This is an optimization exercise on Yosys and OpenROAD, whose aim is small area, not a production implementation. Only simulation tests tie the RTL to the original design; equivalence was not proved. No driver is modelled on the clock port, so clocking that relies on it looks cheaper here than on a real chip. Power figures rest on the tool's default switching activity, not on a simulated workload.

== trial 28 ==
==> flow/design.v (excerpt) <==
module top_ep4ce6 (
                input wire resetn,
                input wire clk50m,
                input wire uart_rx,
                input wire [3:0] sw,
                output wire uart_tx,
                output wire beep_o,
                output wire [4:0] led,
                output wire [7:0] seg7,
                output wire [3:0] seg_cs );
    reg [22:0] c;
    always @(posedge clk50m or negedge resetn)
        if (!resetn) c <= 23'd0;
        else         c <= c + 1'b1;
    reg [7:0] seg;
    always @(*)
        case (c[22:19])
            4'h0 : seg = 8'hc0;
            4'h1 : seg = 8'hf9;
            4'h2 : seg = 8'ha4;
            4'h3 : seg = 8'hb0;
            4'h4 : seg = 8'h99;
            4'h5 : seg = 8'h92;
            4'h6 : seg = 8'h82;
            4'h7 : seg = 8'hf8;
            4'h8 : seg = 8'h80;
            4'h9 : seg = 8'h90;
            4'ha : seg = 8'h88;
            4'hb : seg = 8'h83;
  ...
For scale: about 290 cells after synthesis, about 98 flip-flops, roughly 0.0035 mm2 of cells after synthesis.
==> module top_ep4ce6, before the edit <==
module top_ep4ce6 (
                input wire resetn,
                input wire clk50m,
                input wire uart_rx,
                input wire [3:0] sw,
                output wire uart_tx,
                output wire beep_o,
                output wire [4:0] led,
                output wire [7:0] seg7,
                output wire [3:0] seg_cs );
    reg [22:0] c;
    always @(posedge clk50m or negedge resetn)
        if (!resetn) c <= 23'd0;
        else         c <= c + 1'b1;
    reg [7:0] seg;
    always @(*)
        case (c[22:19])
            4'h0 : seg = 8'hc0;
            4'h1 : seg = 8'hf9;
            4'h2 : seg = 8'ha4;
            4'h3 : seg = 8'hb0;
            4'h4 : seg = 8'h99;
            4'h5 : seg = 8'h92;
            4'h6 : seg = 8'h82;
            4'h7 : seg = 8'hf8;
            4'h8 : seg = 8'h80;
            4'h9 : seg = 8'h90;
            4'ha : seg = 8'h88;
            4'hb : seg = 8'h83;
            4'hc : seg = 8'hc6;
            4'hd : seg = 8'ha1;
            4'he : seg = 8'h86;
            4'hf : seg = 8'h8e;
        endcase
    assign seg7   = seg;
    assign seg_cs = 4'b0000;
    assign beep_o = sw[0] & ~(c[7] & c[18] & c[21]);
    reg [17:0] lc;
    reg        ledr;
    wire       lhit = ((lc & 18'd262143) == 18'd134035);
    always @(posedge clk50m or negedge resetn)
        if (!resetn) begin
            lc   <= 18'd5927;
            ledr <= 1'b0;
        end else begin
            lc   <= {lc[16:0], ~(lc[17] ^ lc[10]) ^ lhit};
            ledr <= ledr ^ (lhit & c[0]);
        end
    assign led = {1'b0, {4{ledr}}};
    localparam [12:0] PM = 13'b1010101010101;
    reg rx0, rx1, rx2, rx3;
    always @(posedge clk50m or negedge resetn)
        if (!resetn) {rx2, rx1, rx0} <= 3'b000;
        else         {rx2, rx1, rx0} <= {rx1, rx0, uart_rx};
    always @(posedge clk50m)
        rx3 <= rx2;
    wire neg_rx = rx3 & rx2 & ~rx1 & ~rx0;
    reg  [12:0] tr;
    wire [12:0] sr = tr ^ PM;
    reg         rx_int;
    wire        clk_bps_r = (sr == 13'd1337);
    always @(posedge clk50m)
        tr <= ((rx_int && sr != 13'd313) ? {sr[11:0], ~(sr[12] ^ sr[9])} : 13'd248) ^ PM;
    reg [3:0] n_rs;                  
    wire [3:0] n_r = n_rs ^ 4'd7;
    reg [7:0] rx_sh;
    wire      r_end  = (n_r == 4'd2);
    wire      r_post = (n_r >= 4'd3) && (n_r <= 4'd6);
    always @(posedge clk50m or negedge resetn)
        if (!resetn)          rx_int <= 1'b0;
        else if (neg_rx)      rx_int <= 1'b1;
        else if (r_end)       rx_int <= 1'b0;
    always @(posedge clk50m or negedge resetn)
        if (!resetn) n_rs <= 4'd0;
        else if ((rx_int && clk_bps_r) || r_post || (r_end && !neg_rx)) n_rs <= (n_r + 1'b1) ^ 4'd7;
        else if (r_end) n_rs <= 4'd0;
    always @(posedge clk50m)
        if (rx_int && clk_bps_r && n_r[3]) rx_sh <= {uart_rx, rx_sh[7:1]};
    wire load = (n_r == 4'd5);
    reg  [12:0] tt;
    wire [12:0] st = tt ^ PM;
    reg  [3:0]  n_ts;                
    wire [3:0]  n_t = n_ts ^ 4'd6;
    wire        tx_en = (n_t != 4'd6);
    wire        clk_bps_t = (st == 13'd1337);
    always @(posedge clk50m)
        tt <= ((tx_en && st != 13'd313) ? {st[11:0], ~(st[12] ^ st[9])} : 13'd248) ^ PM;
    reg [7:0] tx_data;
    reg       tx_r;
    wire      t_end = (n_t == 4'd2);
    always @(posedge clk50m)
        if (load) tx_data <= rx_sh;
    always @(posedge clk50m or negedge resetn)
        if (!resetn) begin
            n_ts <= 4'd0;
            tx_r <= 1'b1;
        end else begin
            if (tx_en && clk_bps_t) begin
                n_ts <= (n_t + 1'b1) ^ 4'd6;
                tx_r <= n_t[3] ? tx_data[n_t[2:0]] : ~(n_t == 4'd7);
            end else if (load && (!tx_en || t_end)) n_ts <= 4'd1;
            else if (t_end) n_ts <= 4'd0;
        end
    assign uart_tx = tx_r;
endmodule
clock: 20.0 ns
lec_check: 0
cap_margin: 20
core_margin: 2
core_utilization: 70
place_density: 0.8
slew_margin: 20
standard.sh (not shown) runs the stock make flow with config.mk's settings and CLKGATE_MAP_FILE= SYNTH_SCRIPT=/design/flow/synth_recipe.tcl, a recipe that flattens the netlist after the stock synthesis.
==> flow/flow/run.sh <==
#!/bin/bash
# Layout flow: the standard ORFS flow (standard.sh), with two changes to
# how the gates are made, none to the registers:
#  - synthesis maps the logic with an area-oriented ABC script (flow/area.abc)
#    and without the half-adder extraction (ADDER_MAP_FILE empty);
#  - CTS does not add dummy balancing loads, and after CTS each clock buffer
#    is downsized where the register clock pins keep a slew well below the
#    limit (flow/downsize_clock.tcl);
#  - the ports get the smallest buffer (buf_1) instead of a delay buffer;
#  - the constant outputs share synthesis's single tie-low/tie-high cell
#    (SKIP_REPAIR_TIE_FANOUT).
# Each tool's output goes to a log file in this folder.
set -euo pipefail
here=$(pwd)
abc_script="$here/flow/area.abc"

# Synthesis script: synth_recipe.tcl with the ABC call redirected to area.abc.
{
  echo "proc abc {args} {"
  echo "  set i [lsearch -exact \$args -script]"
  echo "  if {\$i >= 0} { set args [lreplace \$args \$i [expr {\$i + 1}]] }"
  echo "  set i [lsearch -exact \$args -D]"
  echo "  if {\$i >= 0} { set args [lreplace \$args \$i [expr {\$i + 1}]] }"
  echo "  yosys abc -script $abc_script -D 20000 {*}\$args"
  echo "}"
  cat synth_recipe.tcl
} > area_synth.tcl

sed -e "s#SYNTH_SCRIPT=[^ ]*synth_recipe.tcl#SYNTH_SCRIPT=$here/area_synth.tcl ADDER_MAP_FILE=#" standard.sh > area_standard.sh
grep -q "area_synth.tcl ADDER_MAP_FILE=" area_standard.sh

export CTS_ARGS="-sink_clustering_enable -repair_clock_nets -dont_use_dummy_load"
export BUFFER_PORTS_ARGS="-buffer_cell sky130_fd_sc_hd__buf_1"
export POST_CTS_TCL="$here/flow/downsize_clock.tcl"
export SKIP_REPAIR_TIE_FANOUT=1
bash area_standard.sh finish > orfs_flow.log 2>&1
Other scripts of this flow, unchanged in this note and not shown: flow/flow/area.abc, flow/flow/downsize_clock.tcl
Changes in trial 23 relative to trial 28:
==> flow/design.v <==
module top_ep4ce6 (
                input wire resetn,
                input wire clk50m,
                input wire uart_rx,
                input wire [3:0] sw,
                output wire uart_tx,
                output wire beep_o,
                output wire [4:0] led,
                output wire [7:0] seg7,
                output wire [3:0] seg_cs );
    reg [22:0] c;
    always @(posedge clk50m or negedge resetn)
        if (!resetn) c <= 23'd0;
        else         c <= c + 1'b1;
    reg [7:0] seg;
    always @(*)
        case (c[22:19])
            4'h0 : seg = 8'hc0;
            4'h1 : seg = 8'hf9;
            4'h2 : seg = 8'ha4;
            4'h3 : seg = 8'hb0;
            4'h4 : seg = 8'h99;
            4'h5 : seg = 8'h92;
            4'h6 : seg = 8'h82;
            4'h7 : seg = 8'hf8;
            4'h8 : seg = 8'h80;
            4'h9 : seg = 8'h90;
            4'ha : seg = 8'h88;
            4'hb : seg = 8'h83;
            4'hc : seg = 8'hc6;
            4'hd : seg = 8'ha1;
            4'he : seg = 8'h86;
            4'hf : seg = 8'h8e;
        endcase
    assign seg7   = seg;
    assign seg_cs = 4'b0000;
    assign beep_o = sw[0] & ~(c[7] & c[18] & c[21]);
    reg [18:0] lc;
    reg        ledr;
    wire       lhit = ((lc & 19'd524287) == 19'd215888);
    always @(posedge clk50m or negedge resetn)
        if (!resetn) begin
            lc   <= 19'd431776;
            ledr <= 1'b0;
        end else begin
            lc   <= {lc[17:0], ~(lc[18] ^ lc[17] ^ lc[14] ^ lc[12]) ^ lhit};
            ledr <= ledr ^ lhit;
        end
    assign led = {1'b0, {4{ledr}}};
    localparam [12:0] PM = 13'b1010101010101;
    reg rx0, rx1, rx2, rx3;
    always @(posedge clk50m or negedge resetn)
        if (!resetn) {rx2, rx1, rx0} <= 3'b000;
        else         {rx2, rx1, rx0} <= {rx1, rx0, uart_rx};
    always @(posedge clk50m)
        rx3 <= rx2;
    wire neg_rx = rx3 & rx2 & ~rx1 & ~rx0;
    reg  [12:0] tr;
    wire [12:0] sr = tr ^ PM;
    reg         rx_int;
    wire        clk_bps_r = (sr == 13'd4474);
    always @(posedge clk50m)
        tr <= ((rx_int && sr != 13'd7386) ? {sr[11:0], ~(sr[12] ^ sr[6] ^ sr[2] ^ sr[0])} : 13'd0) ^ PM;
    reg [3:0] n_rs;                  
    wire [3:0] n_r = n_rs ^ 4'd7;
    reg [7:0] rx_sh;
    wire      r_end  = (n_r == 4'd2);
    wire      r_post = (n_r >= 4'd3) && (n_r <= 4'd6);
    always @(posedge clk50m or negedge resetn)
        if (!resetn)          rx_int <= 1'b0;
        else if (neg_rx)      rx_int <= 1'b1;
        else if (r_end)       rx_int <= 1'b0;
    always @(posedge clk50m or negedge resetn)
        if (!resetn) n_rs <= 4'd0;
        else if ((rx_int && clk_bps_r) || r_post || (r_end && !neg_rx)) n_rs <= (n_r + 1'b1) ^ 4'd7;
        else if (r_end) n_rs <= 4'd0;
    always @(posedge clk50m)
        if (rx_int && clk_bps_r && n_r[3]) rx_sh <= {uart_rx, rx_sh[7:1]};
    wire load = (n_r == 4'd5);
    reg  [12:0] tt;
    wire [12:0] st = tt ^ PM;
    reg  [3:0]  n_ts;                
    wire [3:0]  n_t = n_ts ^ 4'd6;
    wire        tx_en = (n_t != 4'd6);
    wire        clk_bps_t = (st == 13'd4474);
    always @(posedge clk50m)
        tt <= ((tx_en && st != 13'd7386) ? {st[11:0], ~(st[12] ^ st[6] ^ st[2] ^ st[0])} : 13'd0) ^ PM;
    reg [7:0] tx_data;
    reg       tx_r;
    wire      t_end = (n_t == 4'd2);
    always @(posedge clk50m)
        if (load) tx_data <= rx_sh;
    always @(posedge clk50m or negedge resetn)
        if (!resetn) begin
            n_ts <= 4'd0;
            tx_r <= 1'b1;
        end else begin
            if (tx_en && clk_bps_t) begin
                n_ts <= (n_t + 1'b1) ^ 4'd6;
                tx_r <= n_t[3] ? tx_data[n_t[2:0]] : ~(n_t == 4'd7);
            end else if (load && (!tx_en || t_end)) n_ts <= 4'd1;
            else if (t_end) n_ts <= 4'd0;
        end
    assign uart_tx = tx_r;
endmodule
### Flow results
- Clock network power share was lower in the run labelled trial 28.
- Trial 23 falls short of trial 28 in cell area.
- Non-clock buffer count in the final layout came out exactly the same in trial 28 and trial 23.
- Compared with trial 28, trial 23 shows a synthesized cell count that is 5 higher.
- In summary, trial 23 completed successfully, with a layout that passed the timing, design-rule and antenna checks.
- Hold slack (lower): trial 23
- Comparing trial 28 and trial 23, the lower part of the total power dissipated in combinational logic is on trial 23.
- On trial 23: net count after synthesis is 5 higher than what trial 28 gave.
- Going from trial 28 to trial 23, area enclosed by the die boundary went up by about 2.4%; reported leakage power went down by 1.5%; total power consumption of the routed design went down by 0.012 mW; final routed wirelength across all metal layers went up by 370 um.
- On fmax, trial 28 tracks trial 23 almost exactly.

## static timing again, ports no longer ideal
The results above use ideal ports. As a check the final layouts listed here were re-extracted and re-timed, cells and wires unchanged. Step 1 (the two cells are an assumption about what drives the block):
set clk [get_ports {clk50m}]
set_driving_cell -lib_cell sky130_fd_sc_hd__clkbuf_16 $clk
set_driving_cell -lib_cell sky130_fd_sc_hd__buf_2 [delete_from_list [all_inputs] $clk]
Step 2, shift: input delay + t, output delay - t, t = (earliest + latest rising clock arrival at the registers) / 2. This alone moves slack from input paths to output paths. Three values: ideal, step 1, step 2; two values: the first two.
| run | t, ns | setup slack, ns | latest minus earliest clock arrival (ns) | worst register clock-pin slew, ns | pins driven straight from the clock port |
|---|---|---|---|---|---|
| trial 28 | 0.548 | 11.586 / 11.563 / 11.563 | 0.029 / 0.029 | 0.10 / 0.10 | 1 |
| trial 23 | 0.526 | 11.590 / 11.567 / 11.567 | 0.027 / 0.027 | 0.10 / 0.10 | 1 |
After both steps every run listed still meets setup and hold.
